This is an optimization exercise on Yosys and OpenROAD, whose aim is small area, not a production implementation.
Where RTL was checked, it was by simulation tests only, not by an equivalence proof against the original.

## FIR2
module FIR2 (X, clk, Y, reset);
   input  [11:0] X;
   input  clk;
   output [13:0] Y;
   input  reset;
   reg [13:0] Y;
   reg [11:0] d1, d2, d3, d4, d5, d6, d7, d8, d9, d10, d11, d12, d13, d14, d15, d16, d17, d18, d19, d20, d21, d22, d23, d24, d25, d26, d27, d28, d29, d30, d31, d32, d33, d34, d35, d36, d37, d38, d39, d40, d41, d42, d43, d44, d45, d46, d47, d48, d49, d50, d51, d52, d53, d54, d55, d56, d57, d58;
   always @(posedge clk) begin
      d1 <= X;
      d2 <= d1;
      d3 <= d2;
      d4 <= d3;
      d5 <= d4;
      d6 <= d5;
      d7 <= d6;
      d8 <= d7;
      d9 <= d8;
      d10 <= d9;
      d11 <= d10;
      d12 <= d11;
      d13 <= d12;
      d14 <= d13;
      d15 <= d14;
      d16 <= d15;
      d17 <= d16;
      d18 <= d17;
      d19 <= d18;
      d20 <= d19;
      d21 <= d20;
      d22 <= d21;
      d23 <= d22;
      d24 <= d23;
      d25 <= d24;
      d26 <= d25;
      d27 <= d26;
      d28 <= d27;
      d29 <= d28;
      d30 <= d29;
      d31 <= d30;
      d32 <= d31;
      d33 <= d32;
      d34 <= d33;
      d35 <= d34;
      d36 <= d35;
      d37 <= d36;
      d38 <= d37;
      d39 <= d38;
      d40 <= d39;
      d41 <= d40;
      d42 <= d41;
      d43 <= d42;
      d44 <= d43;
      d45 <= d44;
      d46 <= d45;
      d47 <= d46;
      d48 <= d47;
      d49 <= d48;
  ...
For scale: about 2200 cells after synthesis, ~720 flip-flops, about 0.032 mm² of cells after synthesis.
Settings: LEC_CHECK=0, CAP_MARGIN=20, CORE_MARGIN=2, CORE_UTILIZATION=40, CTS_BUF_LIST=sky130_fd_sc_hd__clkbuf_8, CTS_CLUSTER_DIAMETER=60, CTS_CLUSTER_SIZE=16, GPL_TIMING_DRIVEN=0, SLEW_MARGIN=20, SYNTH_HIERARCHICAL=1; clock period 15.0 ns.
standard.sh (not shown) runs the stock make flow with config.mk's settings and CLKGATE_MAP_FILE= SYNTH_SCRIPT=/design/flow/synth_recipe.tcl, a recipe that flattens the netlist after the stock synthesis.
==> flow/flow/run.sh <==
#!/bin/bash
# Standard ORFS flow (the standard.sh), with the port buffers that
# buffer_ports inserts on every input and output made the smallest buffer.
set -o pipefail
export BUFFER_PORTS_ARGS="-buffer_cell sky130_fd_sc_hd__buf_1"
bash standard.sh > standard_flow.log 2>&1
Edit:
Settings changed: CORE_UTILIZATION 40 to 45, CTS_CLUSTER_SIZE 16 to 18.
Result:
- utilization is higher by 4.7 points
- worst hold slack improves by 0.0057 ns
- setup slack is better by 0.0044 ns
- register-to-register slack is about the same
- sequential share of layout area grows by 0.22 points
- synthesized cell count stays the same
- design area goes down slightly
- area after synthesis is unchanged

FIR2, a different RTL version from the one above (not shown whole).
For scale: ~2200 cells after synthesis, ~720 flip-flops.
Settings: LEC_CHECK=0, CAP_MARGIN=20, CORE_MARGIN=2, CORE_UTILIZATION=40, CTS_CLUSTER_DIAMETER=100, CTS_CLUSTER_SIZE=30, SLEW_MARGIN=20, SYNTH_HIERARCHICAL=1; clock period 15.0 ns.
run.sh (not shown) runs the stock make flow with config.mk's settings and CLKGATE_MAP_FILE= SYNTH_SCRIPT=/design/flow/synth_recipe.tcl, a recipe that flattens the netlist after the stock synthesis.
Stock flow here: none of the scripts above is used.
The starting point went through all stages and came out clean.
Then changed:
- CORE_UTILIZATION: 40 -> 65
- CTS_BUF_LIST: not set -> sky130_fd_sc_hd__clkbuf_8
- CTS_CLUSTER_DIAMETER: 100 -> 60
- CTS_CLUSTER_SIZE: 30 -> 20
Final cell count went down by 11%.
Wire length went up by 0.93%.
Worst setup slack is better by 0.19 ns.
Synthesized area is unchanged.
Final area went down by 1.1%.
Then changed:
- CORE_UTILIZATION: 65 -> 40
- CTS_BUF_LIST: sky130_fd_sc_hd__clkbuf_8 -> not set
- CTS_CLUSTER_DIAMETER: 60 -> not set
- CTS_CLUSTER_SIZE: 20 -> not set
Effect: The new run completed without violations. Utilization decreases by 25 points. Wire length increases slightly. Setup slack is worse by 0.14 ns. Global-route usage decreases by 15 points. Register-to-register slack is worse by 0.14 ns. Non-clock buffer count decreases by 5.

FIR2 again, from the RTL that the note above started with.
==> flow/config.mk <==
export PLATFORM = sky130hd
export DESIGN_NAME = FIR2
export DESIGN_NICKNAME = FIR2
export VERILOG_FILES = /design/flow/design.v
export SDC_FILE = /design/flow/constraint.sdc
export NUM_CORES = 4
export LEC_CHECK = 0
export CAP_MARGIN = 20
export CORE_MARGIN = 2
export CORE_UTILIZATION = 50
export CTS_BUF_LIST = sky130_fd_sc_hd__clkbuf_8
export CTS_CLUSTER_DIAMETER = 60
export CTS_CLUSTER_SIZE = 20
export SLEW_MARGIN = 20
export SYNTH_HIERARCHICAL = 1
==> flow/constraint.sdc <==
create_clock -name core_clock -period 15.0 [get_ports {clk}]
set_input_delay 3.0000 -clock core_clock [delete_from_list [all_inputs] [get_ports {clk}]]
set_output_delay 3.0000 -clock core_clock [all_outputs]
set_load 0.01 [all_outputs]
The starting point passed the timing, design-rule and antenna checks.
==> next run, changes <==
Settings changed: CORE_UTILIZATION 50 to 40, CTS_BUF_LIST sky130_fd_sc_hd__clkbuf_8 to unset, CTS_CLUSTER_DIAMETER 60 to unset, CTS_CLUSTER_SIZE 20 to unset, GPL_TIMING_DRIVEN set to 0.
The new run finished clean.
Non-clock buffer count is higher by 22.
Clock skew drops by 16 ps.
Global-route usage went down by 5.8 points.
Utilization went down by 9.2 points.
Final area climbs by 4.8%.
==> next run, changes <==
Settings changed: CTS_BUF_LIST set to sky130_fd_sc_hd__clkbuf_8, CTS_CLUSTER_DIAMETER set to 60, CTS_CLUSTER_SIZE set to 16, GPL_TIMING_DRIVEN 0 to unset.
The new run finished with timing, DRC and antenna clean.
Global-route usage falls by 0.38 points.
Hold slack gets better by 21 ps.
Via count falls by 0.33%.
Die area stays the same.
Routed wire length falls by 1.1%.

run H:
FIR2 again, from the RTL that the note above started with.
Settings: LEC_CHECK=0, CAP_MARGIN=20, CORE_MARGIN=2, CORE_UTILIZATION=40, CTS_CLUSTER_DIAMETER=80, CTS_CLUSTER_SIZE=20, SLEW_MARGIN=20, SYNTH_HIERARCHICAL=1; clock period 15.0 ns.
Relative to run H, the following input files were edited for run Z:
- CTS_CLUSTER_DIAMETER changed from 80 to 90
- CTS_CLUSTER_SIZE changed from 20 to 25
[summary]
| final setup slack of the worst path | run Z vs run H | better |. Run Z falls short of run H in clock skew. Run Z and run H ended up with roughly the same global route total overflow. Status: insertion delay of the later-clocked pin in the worst-skew pair parity (run H, run Z). Compare run Z and run H | final design instance area without fill higher: run H. Run H → run Z: worst hold slack now smaller, post-route minimum period fell by 29 ps, final core area utilization fell by 0.25 points. Run Z ends up with higher sequential portion of the cell area than run H does.

Another version of the RTL of FIR2 (not shown whole).
For scale: about 720 flip-flops, about 28 I/O pins.
## FIR2
module FIR2 (X, clk, Y, reset);
   input  [11:0] X;
   input  clk;
   output [13:0] Y;
   input  reset;
   reg [13:0] Y;
   reg [11:0] d1, d2, d3, d4, d5, d6, d7, d8, d9, d10, d11, d12, d13, d14, d15, d16, d17, d18, d19, d20, d21, d22, d23, d24, d25, d26, d27, d28, d29, d30, d31, d32, d33, d34, d35, d36, d37, d38, d39, d40, d41, d42, d43, d44, d45, d46, d47, d48, d49, d50, d51, d52, d53, d54, d55, d56, d57, d58;
   always @(posedge clk) begin
      d1 <= X;
      d2 <= d1;
      d3 <= d2;
      d4 <= d3;
      d5 <= d4;
      d6 <= d5;
      d7 <= d6;
      d8 <= d7;
      d9 <= d8;
      d10 <= d9;
      d11 <= d10;
      d12 <= d11;
      d13 <= d12;
      d14 <= d13;
      d15 <= d14;
      d16 <= d15;
      d17 <= d16;
      d18 <= d17;
      d19 <= d18;
      d20 <= d19;
      d21 <= d20;
      d22 <= d21;
      d23 <= d22;
      d24 <= d23;
      d25 <= d24;
      d26 <= d25;
      d27 <= d26;
      d28 <= d27;
      d29 <= d28;
      d30 <= d29;
      d31 <= d30;
      d32 <= d31;
      d33 <= d32;
      d34 <= d33;
      d35 <= d34;
      d36 <= d35;
      d37 <= d36;
      d38 <= d37;
      d39 <= d38;
      d40 <= d39;
      d41 <= d40;
      d42 <= d41;
      d43 <= d42;
      d44 <= d43;
      d45 <= d44;
      d46 <= d45;
      d47 <= d46;
      d48 <= d47;
      d49 <= d48;
      d50 <= d49;
      d51 <= d50;
      d52 <= d51;
      d53 <= d52;
      d54 <= d53;
      d55 <= d54;
      d56 <= d55;
      d57 <= d56;
      d58 <= d57;
   end
   reg [5:0] cnt;
   always @(posedge clk or posedge reset)
      if (reset) cnt <= 6'd0;
      else if (cnt != 6'd63) cnt <= cnt + 6'd1;
   wire v2 = (cnt[5] | (cnt[4] | (cnt[3] | (cnt[2] | cnt[1]))));
   wire [11:0] m2 = ~(d2 & {12{v2}});
   wire v4 = (cnt[5] | (cnt[4] | (cnt[3] | cnt[2])));
   wire [11:0] m4 = ~(d4 & {12{v4}});
   wire v6 = (cnt[5] | (cnt[4] | (cnt[3] | (cnt[2] & cnt[1]))));
   wire [11:0] m6 = ~(d6 & {12{v6}});
   wire v8 = (cnt[5] | (cnt[4] | cnt[3]));
   wire [11:0] m8 = ~(d8 & {12{v8}});
  ...
==> flow/config.mk <==
export PLATFORM = sky130hd
export DESIGN_NAME = FIR2
export DESIGN_NICKNAME = FIR2
export VERILOG_FILES = /design/flow/design.v
export SDC_FILE = /design/flow/constraint.sdc
export NUM_CORES = 4
export LEC_CHECK = 0
export CAP_MARGIN = 20
export CORE_MARGIN = 2
export CORE_UTILIZATION = 40
export CTS_BUF_LIST = sky130_fd_sc_hd__clkbuf_8
export CTS_CLUSTER_DIAMETER = 60
export CTS_CLUSTER_SIZE = 16
export SLEW_MARGIN = 20
export SYNTH_HIERARCHICAL = 1
==> flow/constraint.sdc <==
create_clock -name core_clock -period 15.0 [get_ports {clk}]
set_input_delay 3.0000 -clock core_clock [delete_from_list [all_inputs] [get_ports {clk}]]
set_output_delay 3.0000 -clock core_clock [all_outputs]
set_load 0.01 [all_outputs]
standard.sh (not shown) runs the stock make flow with config.mk's settings and CLKGATE_MAP_FILE= SYNTH_SCRIPT=/design/flow/synth_recipe.tcl, a recipe that flattens the netlist after the stock synthesis.
Scripts as last shown in full above: flow/flow/run.sh
Edit:
ABC_AREA = 1   (was not set)
GPL_TIMING_DRIVEN = 0   (was not set)
Result: The new run completed with no timing, DRC or antenna violations; routed wire length is higher by 5.3%; utilization is higher by 0.10 points; design area is about the same.
Edit:
ABC_AREA = not set   (was 1)
CTS_BUF_LIST = sky130_fd_sc_hd__clkbuf_4   (was sky130_fd_sc_hd__clkbuf_8)
CTS_CLUSTER_DIAMETER = 50   (was 60)
CTS_CLUSTER_SIZE = 10   (was 16)
GPL_TIMING_DRIVEN = not set   (was 0)
What happened: The changed run went through all stages and came out clean; setup slack gains 170 ps; count of clock-buffer cells in the layout rises by 32; worst hold slack is worse by 56 ps; final cell count decreases by about 0.5%.
Edit:
CORE_UTILIZATION = 55   (was 40)
CTS_BUF_LIST = sky130_fd_sc_hd__clkbuf_8   (was sky130_fd_sc_hd__clkbuf_4)
CTS_CLUSTER_DIAMETER = 60   (was 50)
CTS_CLUSTER_SIZE = 16   (was 10)
GPL_TIMING_DRIVEN = 0   (was not set)
Result:
- non-clock buffer count goes up by 8
- die area goes down by 27%
- sequential cell count stays the same
- global-route usage goes up by 9.0 points
- sequential share of layout area goes up by 0.52 points
- fmax goes down by 1.2%
- routed wire length goes up by 4.9%
Edit:
CORE_UTILIZATION = 40   (was 55)
CTS_BUF_LIST = sky130_fd_sc_hd__clkbuf_4 sky130_fd_sc_hd__clkbuf_8   (was sky130_fd_sc_hd__clkbuf_8)
CTS_CLUSTER_DIAMETER = 50   (was 60)
CTS_CLUSTER_SIZE = 12   (was 16)
GPL_TIMING_DRIVEN = not set   (was 0)
Outcome: The changed run finished clean; routed wire length shrinks by 4.3%; cell count went up by 11%; hold slack is worse by 16 ps; register-to-register slack improved by 140 ps; first-iteration DRC count came out lower by 19%; area after synthesis stays the same; synthesized cell count does not change; count of clock-buffer cells in the layout increases by 43; cell area went up by 3.1%; fmax goes up by 0.99%.

FIR2, a different RTL version from the one above (not shown whole).
For scale: about 2200 cells after synthesis, roughly 720 flip-flops, roughly 28 I/O pins, ~36000 um2 of cells after synthesis.
export LEC_CHECK = 0
export CAP_MARGIN = 20
export CORE_MARGIN = 2
export CORE_UTILIZATION = 40
export SLEW_MARGIN = 20
export SYNTH_HIERARCHICAL = 1
create_clock -name core_clock -period 15.0 [get_ports {clk}]
run.sh (not shown) runs the stock make flow with config.mk's settings and CLKGATE_MAP_FILE= SYNTH_SCRIPT=/design/flow/synth_recipe.tcl, a recipe that flattens the netlist after the stock synthesis.
Stock flow here: none of the scripts above is used.
The first run produced a clean layout.
Next try:
Settings changed: CORE_UTILIZATION 40 to 60, CTS_BUF_LIST from default to sky130_fd_sc_hd__clkbuf_4 sky130_fd_sc_hd__clkbuf_8.
Effect:
- The changed run finished with timing, DRC and antenna clean
- setup slack is worse by 0.019 ns
- utilization is higher by 23 points
- global-route usage goes up by 11 points
- register-to-register slack loses 0.02 ns
- clock skew rose by 0.039 ns
Function was not checked in any run of this note: the RTL went through the layout flow alone.

== before ==
FIR2 with an RTL version that a note above also has.
For scale: roughly 2200 cells after synthesis, about 720 flip-flops, ~28 I/O pins.
==> flow/design.v (excerpt) <==
module FIR2 (X, clk, Y, reset);
   input  [11:0] X;
   input  clk;
   output [13:0] Y;
   input  reset;
   reg [13:0] Y;
   reg [11:0] d1, d2, d3, d4, d5, d6, d7, d8, d9, d10, d11, d12, d13, d14, d15, d16, d17, d18, d19, d20, d21, d22, d23, d24, d25, d26, d27, d28, d29, d30, d31, d32, d33, d34, d35, d36, d37, d38, d39, d40, d41, d42, d43, d44, d45, d46, d47, d48, d49, d50, d51, d52, d53, d54, d55, d56, d57, d58;
   always @(posedge clk) begin
      d1 <= X;
      d2 <= d1;
      d3 <= d2;
      d4 <= d3;
      d5 <= d4;
      d6 <= d5;
      d7 <= d6;
      d8 <= d7;
      d9 <= d8;
      d10 <= d9;
      d11 <= d10;
      d12 <= d11;
      d13 <= d12;
      d14 <= d13;
      d15 <= d14;
      d16 <= d15;
      d17 <= d16;
      d18 <= d17;
      d19 <= d18;
      d20 <= d19;
      d21 <= d20;
      d22 <= d21;
      d23 <= d22;
      d24 <= d23;
      d25 <= d24;
      d26 <= d25;
      d27 <= d26;
      d28 <= d27;
      d29 <= d28;
      d30 <= d29;
      d31 <= d30;
      d32 <= d31;
      d33 <= d32;
      d34 <= d33;
      d35 <= d34;
      d36 <= d35;
      d37 <= d36;
      d38 <= d37;
      d39 <= d38;
      d40 <= d39;
      d41 <= d40;
      d42 <= d41;
      d43 <= d42;
      d44 <= d43;
      d45 <= d44;
      d46 <= d45;
      d47 <= d46;
      d48 <= d47;
      d49 <= d48;
      d50 <= d49;
      d51 <= d50;
      d52 <= d51;
      d53 <= d52;
      d54 <= d53;
      d55 <= d54;
      d56 <= d55;
      d57 <= d56;
      d58 <= d57;
   end
   reg [5:0] cnt;
   always @(posedge clk or posedge reset)
      if (reset) cnt <= 6'd0;
      else if (cnt != 6'd63) cnt <= cnt + 6'd1;
   wire v2 = (cnt[5] | (cnt[4] | (cnt[3] | (cnt[2] | cnt[1]))));
   wire [11:0] m2 = ~(d2 & {12{v2}});
   wire v4 = (cnt[5] | (cnt[4] | (cnt[3] | cnt[2])));
   wire [11:0] m4 = ~(d4 & {12{v4}});
   wire v6 = (cnt[5] | (cnt[4] | (cnt[3] | (cnt[2] & cnt[1]))));
   wire [11:0] m6 = ~(d6 & {12{v6}});
   wire v8 = (cnt[5] | (cnt[4] | cnt[3]));
   wire [11:0] m8 = ~(d8 & {12{v8}});
   wire v10 = (cnt[5] | (cnt[4] | (cnt[3] & (cnt[2] | cnt[1]))));
   wire [11:0] m10 = ~(d10 & {12{v10}});
   wire v12 = (cnt[5] | (cnt[4] | (cnt[3] & cnt[2])));
   wire [11:0] m12 = ~(d12 & {12{v12}});
   wire v14 = (cnt[5] | (cnt[4] | (cnt[3] & (cnt[2] & cnt[1]))));
   wire [11:0] m14 = ~(d14 & {12{v14}});
   wire v16 = (cnt[5] | cnt[4]);
  ...
export LEC_CHECK = 0
export CAP_MARGIN = 20
export CORE_MARGIN = 2
export CORE_UTILIZATION = 40
export CTS_BUF_LIST = sky130_fd_sc_hd__clkbuf_8
export CTS_CLUSTER_DIAMETER = 60
export CTS_CLUSTER_SIZE = 16
export SLEW_MARGIN = 20
export SYNTH_HIERARCHICAL = 1
create_clock -name core_clock -period 15.0 [get_ports {clk}]
Edits applied to the flow inputs when going from before to after:
- putting GPL_TIMING_DRIVEN at 0 where nothing was set
==> flow/flow/run.sh (new file) <==
#!/bin/bash
# Standard ORFS flow (the standard.sh), with the port buffers that
# buffer_ports inserts on every input and output made the smallest buffer.
set -o pipefail
export BUFFER_PORTS_ARGS="-buffer_cell sky130_fd_sc_hd__buf_1"
bash standard.sh > standard_flow.log 2>&1
==> flow/standard.sh (new file) <==
#!/bin/bash
# synth_recipe.tcl (not shown) runs the flow's synth.tcl, then flattens the netlist and writes it again
# the make line also repeats each setting of config.mk as NAME=value (left out here)
make -C /OpenROAD-flow-scripts/flow DESIGN_CONFIG=/design/flow/config.mk WORK_HOME=/design/flow/orfs CLKGATE_MAP_FILE= SYNTH_SCRIPT=/design/flow/synth_recipe.tcl "${@:-finish}"
removed: flow/run.sh
Findings:
- Any difference in tap cell count between before and after is small enough to ignore.
- Of after and before, it is after that has the higher estimated wirelength of the detail-placed design.
- Looking at after and before, the post-layout instance count excluding filler cells is a wash.
- Status: net count reported at finish parity (before, after)
- Re post-cts sizing count: no difference whatsoever between before and after.
- Diff after and before: average routed wire per standard cell higher in after
- Clock latency on the worst-skew pair down 20 ps in after wrt before
- Diff before..after | area of the multi-input gates | negligible

==> afterwards: timing with drivers on the ports <==
The results above use ideal ports. As a check the final layouts listed here were re-extracted and re-timed, cells and wires unchanged.
Step 1 (the two cells are an assumption about what drives the block):
set clk [get_ports {clk}]
set_driving_cell -lib_cell sky130_fd_sc_hd__clkbuf_16 $clk
set_driving_cell -lib_cell sky130_fd_sc_hd__buf_2 [delete_from_list [all_inputs] $clk]
Step 2 also shifts input and output timing later by t, the mid clock arrival at the registers, as if the neighbouring blocks saw the same clock.
Three values: ideal ports, drivers, drivers and shift; two values: the first two.
run	t (ns)	slack for setup (ns)	worst setup path at the end	slew at the worst register clock pin (ns)	cell pins on the clock port's net
the first run of note 1	0.738	0.437 / 0.437 / -0.050	input to register	0.10 / 0.10	1
the second run of note 1	0.732	0.442 / 0.442 / -0.110	input to register	0.11 / 0.11	1
the first run of note 2	0.698	1.056 / 1.056 / 1.056	register to register	0.12 / 0.12	1
the second run of note 2	0.760	1.250 / 1.250 / 1.250	register to register	0.12 / 0.12	1
the third run of note 2	0.700	1.112 / 1.112 / 1.112	register to register	0.07 / 0.07	1
the first run of note 3	0.754	1.113 / 1.113 / 1.113	register to register	0.12 / 0.12	1
the second run of note 3	0.684	0.626 / 0.626 / 0.626	register to register	0.06 / 0.06	1
the third run of note 3	0.758	1.091 / 1.091 / 1.091	register to register	0.11 / 0.11	1
run H	0.664	1.070 / 1.070 / 1.070	register to register	0.09 / 0.09	1
run Z	0.659	1.099 / 1.099 / 1.099	register to register	0.10 / 0.10	1
the first run of note 5	0.766	0.730 / 0.730 / 0.592	input to register	0.10 / 0.10	1
the second run of note 5	0.752	0.519 / 0.519 / 0.401	input to register	0.10 / 0.10	1
the third run of note 5	0.907	0.691 / 0.691 / 0.569	input to register	0.12 / 0.12	1
the fourth run of note 5	0.759	0.515 / 0.515 / 0.515	register to register	0.10 / 0.10	1
the fifth run of note 5	0.740	0.657 / 0.657 / 0.585	input to register	0.08 / 0.08	1
the first run of note 6	0.703	0.333 / 0.333 / 0.189	input to register	0.07 / 0.07	1
the second run of note 6	0.813	0.314 / 0.314 / 0.149	input to register	0.07 / 0.07	1
before	0.767	0.561 / 0.561 / 0.171	input to register	0.10 / 0.10	1
after	0.748	0.514 / 0.514 / 0.514	register to register	0.11 / 0.11	1
Met with ideal ports but missed after step 2: setup timing in the first run of note 1 and the second run of note 1. The setup slack of the second run of note 1, which loses most, moves by 0.000 ns with the drivers and by -0.552 ns with both steps.
